Background: an optimization exercise with open tools, aiming at small area. Do not read the settings as production practice.
Only simulation tests tie the RTL to the original design; equivalence was not proved.
Power is estimated from default activity; no workload was simulated.

Design EF_TCC32_apb, start of the top module:
module EF_TCC32_apb (
	input	wire 		ext_clk,
	input	wire 		PCLK,
	input	wire 		PRESETn,
	input	wire [31:0]	PADDR,
	input	wire 		PWRITE,
	input	wire 		PSEL,
	input	wire 		PENABLE,
	input	wire [31:0]	PWDATA,
	output	wire [31:0]	PRDATA,
	output	wire 		PREADY,
	output	wire 		irq
);
For scale: about 780 cells after synthesis, ~100 I/O pins.
==> flow/config.mk <==
export PLATFORM = sky130hd
export DESIGN_NAME = EF_TCC32_apb
export DESIGN_NICKNAME = EF_TCC32_apb
export VERILOG_FILES = /design/flow/design.v
export SDC_FILE = /design/flow/constraint.sdc
export NUM_CORES = 4
export LEC_CHECK = 0
export CAP_MARGIN = 20
export CORE_MARGIN = 2
export CORE_UTILIZATION = 40
export GPL_TIMING_DRIVEN = 0
export SLEW_MARGIN = 20
export SYNTH_HIERARCHICAL = 1
export SYNTH_MINIMUM_KEEP_SIZE = 0
==> flow/constraint.sdc <==
create_clock -name core_clock -period 10.0 [get_ports {PCLK}]
set_input_delay 2.0000 -clock core_clock [delete_from_list [all_inputs] [get_ports {PCLK}]]
set_output_delay 2.0000 -clock core_clock [all_outputs]
set_load 0.01 [all_outputs]
standard.sh (not shown) runs the stock make flow with config.mk's settings and CLKGATE_MAP_FILE= SYNTH_SCRIPT=/design/flow/synth_recipe.tcl, a recipe that flattens the netlist after the stock synthesis.
==> flow/flow/run.sh <==
#!/bin/bash
# Standard ORFS layout (the standard.sh) with two changes to how the
# layout is made:
#  - after synthesis, combinational cells that ABC sized up are set back to
#    their smallest size (flow/downsize.py); the resizer sizes up again where
#    slew, capacitance or timing need it
#  - port buffers use the smallest buffer cell (buf_1)
#  - clock tree: clkbuf_4 buffers, small sink clusters, no dummy load cells
# Each step's output goes to its own log in this folder; ORFS's own per-step
# logs stay under orfs/logs/.
set -euo pipefail
RES=orfs/results/${FLOW_PLATFORM}/EF_TCC32_apb/base
LIB=${FLOW_HOME}/platforms/${FLOW_PLATFORM}/lib/sky130_fd_sc_hd__tt_025C_1v80.lib
bash standard.sh "$PWD/$RES/1_2_yosys.v" > flow_synth.log 2>&1
python3 flow/downsize.py "$LIB" "$RES/1_2_yosys.v" > flow_downsize.log 2>&1
bash standard.sh \
  "BUFFER_PORTS_ARGS=-buffer_cell sky130_fd_sc_hd__buf_1" \
  "CTS_ARGS=-sink_clustering_enable -repair_clock_nets -dont_use_dummy_load -buf_list sky130_fd_sc_hd__clkbuf_4 -sink_clustering_size 10 -sink_clustering_max_diameter 40" \
  finish > flow_make.log 2>&1
==> flow/flow/downsize.py <==
#!/usr/bin/env python3
"""Replace every combinational cell in a Yosys netlist by the smallest-area
cell of the same family (same function and pins, e.g. nor4_2 -> nor4_1).
Flip-flops, buffers and inverters are left as they are. The placer's
repair_design and repair_timing size cells up again where slew, capacitance
or timing need it.  usage: downsize.py LIB NETLIST"""
import re, sys
lib, net = sys.argv[1], sys.argv[2]
area = {}
for c in re.split(r'\n\s*cell\s*\(', open(lib).read())[1:]:
    n = re.match(r'\s*"?(\w+)', c).group(1)
    m = re.search(r'area\s*:\s*([\d.]+)', c)
    if m:
        area[n] = float(m.group(1))
fam = {}
for n, a in area.items():
    m = re.match(r'(sky130_fd_sc_hd__\w+?)_(\d+)$', n)
    if m:
        fam.setdefault(m.group(1), []).append((a, int(m.group(2)), n))
skip = re.compile(r'__(e?s?df|dl|buf|clkbuf|inv|clkinv|bufinv|clkdly|dlygate|dlymetal|conb|tap|fill|decap|lpflow|probe|diode|macro)')
best = {}
for f, v in fam.items():
    if skip.search(f + '_'):
        continue
    v.sort()
    for a, d, n in v:
        best[n] = v[0][2]
s = open(net).read()
cnt = [0]
def rep(m):
    n = m.group(1)
    b = best.get(n, n)
    if b != n:
        cnt[0] += 1
    return b + m.group(2)
s = re.sub(r'\b(sky130_fd_sc_hd__\w+)(\s+\S+\s*\()', rep, s)
open(net, 'w').write(s)
print('downsized', cnt[0], 'cells')
The first run produced a clean layout.
Rerun with:
--- a/flow/flow/run.sh
+++ b/flow/flow/run.sh
@@ -8 +7,0 @@
-#  - clock tree: clkbuf_4 buffers, small sink clusters, no dummy load cells
@@ -18 +16,0 @@
-  "CTS_ARGS=-sink_clustering_enable -repair_clock_nets -dont_use_dummy_load -buf_list sky130_fd_sc_hd__clkbuf_4 -sink_clustering_size 10 -sink_clustering_max_diameter 40" \
Settings changed: CTS_BUF_LIST set to sky130_fd_sc_hd__clkbuf_8, CTS_CLUSTER_DIAMETER set to 50, CTS_CLUSTER_SIZE set to 15, GPL_TIMING_DRIVEN 0 to unset.
Effect: Synthesized area stays the same; wire length decreases by 0.63%; setup slack barely changes; count of clock-buffer cells in the layout decreases by 8; clock power increases by 40%; total power increases by 9.5%; first-iteration DRC count increases by 23%; synthesized cell count stays the same; final cell count decreases by 1.7%; global-route usage decreases by 0.42 points.
Rerun with:
==> flow/run.sh (new file) <==
#!/bin/bash
# synth_recipe.tcl (not shown) runs the flow's synth.tcl, then flattens the netlist and writes it again
# the make line also repeats each setting of config.mk as NAME=value (left out here)
make -C /OpenROAD-flow-scripts/flow DESIGN_CONFIG=/design/flow/config.mk WORK_HOME=/design/flow/orfs CLKGATE_MAP_FILE= SYNTH_SCRIPT=/design/flow/synth_recipe.tcl finish
Settings changed: CTS_BUF_LIST sky130_fd_sc_hd__clkbuf_8 to unset, CTS_CLUSTER_DIAMETER 50 to unset, CTS_CLUSTER_SIZE 15 to unset.
removed: flow/flow/run.sh
removed: flow/flow/downsize.py
removed: flow/standard.sh
Result: Fmax goes down by 8.7%. Non-clock buffer count does not change. Clock skew goes down by 0.015 ns. Synthesized area goes up by 4.8%.
Rerun with:
==> flow/flow/run.sh (new file) <==
#!/bin/bash
# Standard ORFS layout (the standard.sh) with two changes to how the
# layout is made:
#  - after synthesis, combinational cells that ABC sized up are set back to
#    their smallest size (flow/downsize.py); the resizer sizes up again where
#    slew, capacitance or timing need it
#  - port buffers use the smallest buffer cell (buf_1)
#  - clock tree: clkbuf_8 buffers, small sink clusters, no dummy load cells
# Each step's output goes to its own log in this folder; ORFS's own per-step
# logs stay under orfs/logs/.
set -euo pipefail
RES=orfs/results/${FLOW_PLATFORM}/EF_TCC32_apb/base
LIB=${FLOW_HOME}/platforms/${FLOW_PLATFORM}/lib/sky130_fd_sc_hd__tt_025C_1v80.lib
bash standard.sh "$PWD/$RES/1_2_yosys.v" > flow_synth.log 2>&1
python3 flow/downsize.py "$LIB" "$RES/1_2_yosys.v" > flow_downsize.log 2>&1
bash standard.sh \
  "BUFFER_PORTS_ARGS=-buffer_cell sky130_fd_sc_hd__buf_1" \
  "CTS_ARGS=-sink_clustering_enable -repair_clock_nets -dont_use_dummy_load -buf_list sky130_fd_sc_hd__clkbuf_8 -sink_clustering_size 18 -sink_clustering_max_diameter 50" \
  finish > flow_make.log 2>&1
==> flow/flow/downsize.py (new file) <==
#!/usr/bin/env python3
"""Replace every combinational cell in a Yosys netlist by the smallest-area
cell of the same family (same function and pins, e.g. nor4_2 -> nor4_1).
Flip-flops, buffers and inverters are left as they are. The placer's
repair_design and repair_timing size cells up again where slew, capacitance
or timing need it.  usage: downsize.py LIB NETLIST"""
import re, sys
lib, net = sys.argv[1], sys.argv[2]
area = {}
for c in re.split(r'\n\s*cell\s*\(', open(lib).read())[1:]:
    n = re.match(r'\s*"?(\w+)', c).group(1)
    m = re.search(r'area\s*:\s*([\d.]+)', c)
    if m:
        area[n] = float(m.group(1))
fam = {}
for n, a in area.items():
    m = re.match(r'(sky130_fd_sc_hd__\w+?)_(\d+)$', n)
    if m:
        fam.setdefault(m.group(1), []).append((a, int(m.group(2)), n))
skip = re.compile(r'__(e?s?df|dl|buf|clkbuf|inv|clkinv|bufinv|clkdly|dlygate|dlymetal|conb|tap|fill|decap|lpflow|probe|diode|macro)')
best = {}
for f, v in fam.items():
    if skip.search(f + '_'):
        continue
    v.sort()
    for a, d, n in v:
        best[n] = v[0][2]
s = open(net).read()
cnt = [0]
def rep(m):
    n = m.group(1)
    b = best.get(n, n)
    if b != n:
        cnt[0] += 1
    return b + m.group(2)
s = re.sub(r'\b(sky130_fd_sc_hd__\w+)(\s+\S+\s*\()', rep, s)
open(net, 'w').write(s)
print('downsized', cnt[0], 'cells')
==> flow/standard.sh (new file) <==
#!/bin/bash
# synth_recipe.tcl (not shown) runs the flow's synth.tcl, then flattens the netlist and writes it again
# the make line also repeats each setting of config.mk as NAME=value (left out here)
make -C /OpenROAD-flow-scripts/flow DESIGN_CONFIG=/design/flow/config.mk WORK_HOME=/design/flow/orfs CLKGATE_MAP_FILE= SYNTH_SCRIPT=/design/flow/synth_recipe.tcl "${@:-finish}"
Settings changed: CORE_UTILIZATION 40 to 60.
removed: flow/run.sh
Outcome: Routed wire length went down by 4.6%; total power drops by 20%; hold slack is worse by 0.019 ns; utilization rose by 17 points; synthesized cell count does not change; non-clock buffer count is unchanged; design area decreases by 13%; clock power falls by 46%.

* * *

## try-tundra
Starting RTL as in the previous note.
Design EF_TCC32_apb, start of the top module:
module EF_TCC32_apb (
	input	wire 		ext_clk,
	input	wire 		PCLK,
	input	wire 		PRESETn,
	input	wire [31:0]	PADDR,
	input	wire 		PWRITE,
	input	wire 		PSEL,
	input	wire 		PENABLE,
	input	wire [31:0]	PWDATA,
	output	wire [31:0]	PRDATA,
	output	wire 		PREADY,
	output	wire 		irq
);
==> flow/config.mk <==
export PLATFORM = sky130hd
export DESIGN_NAME = EF_TCC32_apb
export DESIGN_NICKNAME = EF_TCC32_apb
export VERILOG_FILES = /design/flow/design.v
export SDC_FILE = /design/flow/constraint.sdc
export NUM_CORES = 4
export LEC_CHECK = 0
export CAP_MARGIN = 10
export CORE_MARGIN = 2
export CORE_UTILIZATION = 40
export SLEW_MARGIN = 10
export SYNTH_HIERARCHICAL = 1
export SYNTH_MINIMUM_KEEP_SIZE = 0
==> flow/constraint.sdc <==
create_clock -name core_clock -period 10.0 [get_ports {PCLK}]
set_input_delay 2.0000 -clock core_clock [delete_from_list [all_inputs] [get_ports {PCLK}]]
set_output_delay 2.0000 -clock core_clock [all_outputs]
set_load 0.01 [all_outputs]
==> flow/flow/run.sh <==
#!/bin/bash
# Standard ORFS layout (the standard.sh) with two changes to how the
# layout is made:
#  - after synthesis, combinational cells that ABC sized up are set back to
#    their smallest size (flow/downsize.py); the resizer sizes up again where
#    slew, capacitance or timing need it
#  - port buffers use the smallest buffer cell (buf_1)
#  - clock tree: clkbuf_8 buffers, small sink clusters, no dummy load cells
# Each step's output goes to its own log in this folder; ORFS's own per-step
# logs stay under orfs/logs/.
set -euo pipefail
RES=orfs/results/${FLOW_PLATFORM}/EF_TCC32_apb/base
LIB=${FLOW_HOME}/platforms/${FLOW_PLATFORM}/lib/sky130_fd_sc_hd__tt_025C_1v80.lib
bash standard.sh "$PWD/$RES/1_2_yosys.v" > flow_synth.log 2>&1
python3 flow/downsize.py "$LIB" "$RES/1_2_yosys.v" > flow_downsize.log 2>&1
bash standard.sh \
  "BUFFER_PORTS_ARGS=-buffer_cell sky130_fd_sc_hd__buf_1" \
  "CTS_ARGS=-sink_clustering_enable -repair_clock_nets -dont_use_dummy_load -buf_list sky130_fd_sc_hd__clkbuf_8 -sink_clustering_size 20 -sink_clustering_max_diameter 60" \
  finish > flow_make.log 2>&1
==> flow/flow/downsize.py <==
#!/usr/bin/env python3
"""Replace every combinational cell in a Yosys netlist by the smallest-area
cell of the same family (same function and pins, e.g. nor4_2 -> nor4_1).
Flip-flops, buffers and inverters are left as they are. The placer's
repair_design and repair_timing size cells up again where slew, capacitance
or timing need it.  usage: downsize.py LIB NETLIST"""
import re, sys
lib, net = sys.argv[1], sys.argv[2]
area = {}
for c in re.split(r'\n\s*cell\s*\(', open(lib).read())[1:]:
    n = re.match(r'\s*"?(\w+)', c).group(1)
    m = re.search(r'area\s*:\s*([\d.]+)', c)
    if m:
        area[n] = float(m.group(1))
fam = {}
for n, a in area.items():
    m = re.match(r'(sky130_fd_sc_hd__\w+?)_(\d+)$', n)
    if m:
        fam.setdefault(m.group(1), []).append((a, int(m.group(2)), n))
skip = re.compile(r'__(e?s?df|dl|buf|clkbuf|inv|clkinv|bufinv|clkdly|dlygate|dlymetal|conb|tap|fill|decap|lpflow|probe|diode|macro)')
best = {}
for f, v in fam.items():
    if skip.search(f + '_'):
        continue
    v.sort()
    for a, d, n in v:
        best[n] = v[0][2]
s = open(net).read()
cnt = [0]
def rep(m):
    n = m.group(1)
    b = best.get(n, n)
    if b != n:
        cnt[0] += 1
    return b + m.group(2)
s = re.sub(r'\b(sky130_fd_sc_hd__\w+)(\s+\S+\s*\()', rep, s)
open(net, 'w').write(s)
print('downsized', cnt[0], 'cells')
try-tundra: done, clean on timing, DRC and antenna
Edits applied to the flow inputs when going from try-tundra to try-quartz:
- swapping 10 for 20 in CAP_MARGIN
- swapping 10 for 20 in SLEW_MARGIN
-- flow/flow/run.sh --
<<< try-tundra, line 18
  "CTS_ARGS=-sink_clustering_enable -repair_clock_nets -dont_use_dummy_load -buf_list sky130_fd_sc_hd__clkbuf_8 -sink_clustering_size 20 -sink_clustering_max_diameter 60" \
>>> try-quartz, line 18
  "CTS_ARGS=-sink_clustering_enable -repair_clock_nets -dont_use_dummy_load -buf_list sky130_fd_sc_hd__clkbuf_8 -sink_clustering_size 15 -sink_clustering_max_diameter 50" \
[summary]
Setup WNS try-tundra -> try-quartz: better
try-tundra → try-quartz: reported net switching power shows an increase of 0.012 mW; time the final worst path needs with I/O delays and setup shows a reduction of 34 ps; area of all placed cells without fillers shows an increase of 0.77%; setup slack on the worst flop-to-flop path shows an increase of 30 ps.
Y dimension of the die across try-tundra and try-quartz: no real change.
The following lists how try-juniper was set up differently from try-quartz:
- an added CTS_CLUSTER_DIAMETER of 60
- an added CTS_BUF_LIST of sky130_fd_sc_hd__clkbuf_8
- a change of CORE_UTILIZATION from 40 to 60
- an added CTS_CLUSTER_SIZE of 20
-- flow/flow/run.sh --
<<< try-quartz, line 8
#  - clock tree: clkbuf_8 buffers, small sink clusters, no dummy load cells
>>> try-juniper, line 8
<<< try-quartz, line 18
  "CTS_ARGS=-sink_clustering_enable -repair_clock_nets -dont_use_dummy_load -buf_list sky130_fd_sc_hd__clkbuf_8 -sink_clustering_size 15 -sink_clustering_max_diameter 50" \
>>> try-juniper, line 17
==> comparison <==
- Global-route wire length before repair in try-juniper vs try-quartz: down 2.1%
- Per the comparison of try-juniper with try-quartz, routed wire length -about 1.5%; leakage power figure +0.52%; fraction of area in non-clock buffers ~0 delta.
- try-juniper ends up with lower clock-buffer cell count than try-quartz does.
- Re global-route track usage on met2: try-juniper is 19 points up on try-quartz.
- Post-layout total power of try-juniper exceeds that of try-quartz slightly.
- The DRC violation total after the first TritonRoute iteration in try-juniper was lower than what try-quartz gave.
- In the final reports, the cell area of try-juniper is smaller than that of try-quartz.
- [diff] die outline area, try-juniper relative to try-quartz: improvement

-- afterwards: timing with drivers on the ports --
How much do the figures lean on ideal ports? The routed layouts below were timed once more, with nothing changed but the port constraints. Step 1 assumes that a clkbuf_16 drives the clock port and a buf_2 every other input. Step 2 times the ports against the registers' clock, not the clock port: input delays grow and output delays shrink by t, the midpoint of the rising clock arrivals with the driver on. Three values: no drivers, after step 1, after step 2; two values: the first two.
| run | t, ns | setup slack, ns | worst hold slack (ns) |
|---|---|---|---|
| the first run of note 1 | 0.623 | 3.082 / 3.082 / 3.082 | 0.325 / 0.325 / 0.325 |
| the second run of note 1 | 0.599 | 3.081 / 3.081 / 3.081 | 0.331 / 0.331 / 0.331 |
| the third run of note 1 | 0.553 | 2.425 / 2.404 / 2.404 | 0.351 / 0.351 / 0.351 |
| the fourth run of note 1 | 0.557 | 2.961 / 2.961 / 2.961 | 0.332 / 0.332 / 0.332 |
| try-tundra | 0.545 | 3.115 / 3.115 / 3.115 | 0.331 / 0.331 / 0.331 |
| try-quartz | 0.568 | 3.149 / 3.149 / 3.149 | 0.327 / 0.327 / 0.327 |
| try-juniper | 0.548 | 2.949 / 2.949 / 2.949 | 0.347 / 0.347 / 0.347 |
After both steps every run listed still meets setup and hold. For the third run of note 1, which loses most, drivers alone change the setup slack by -0.021 ns; drivers and shift together by -0.021 ns.
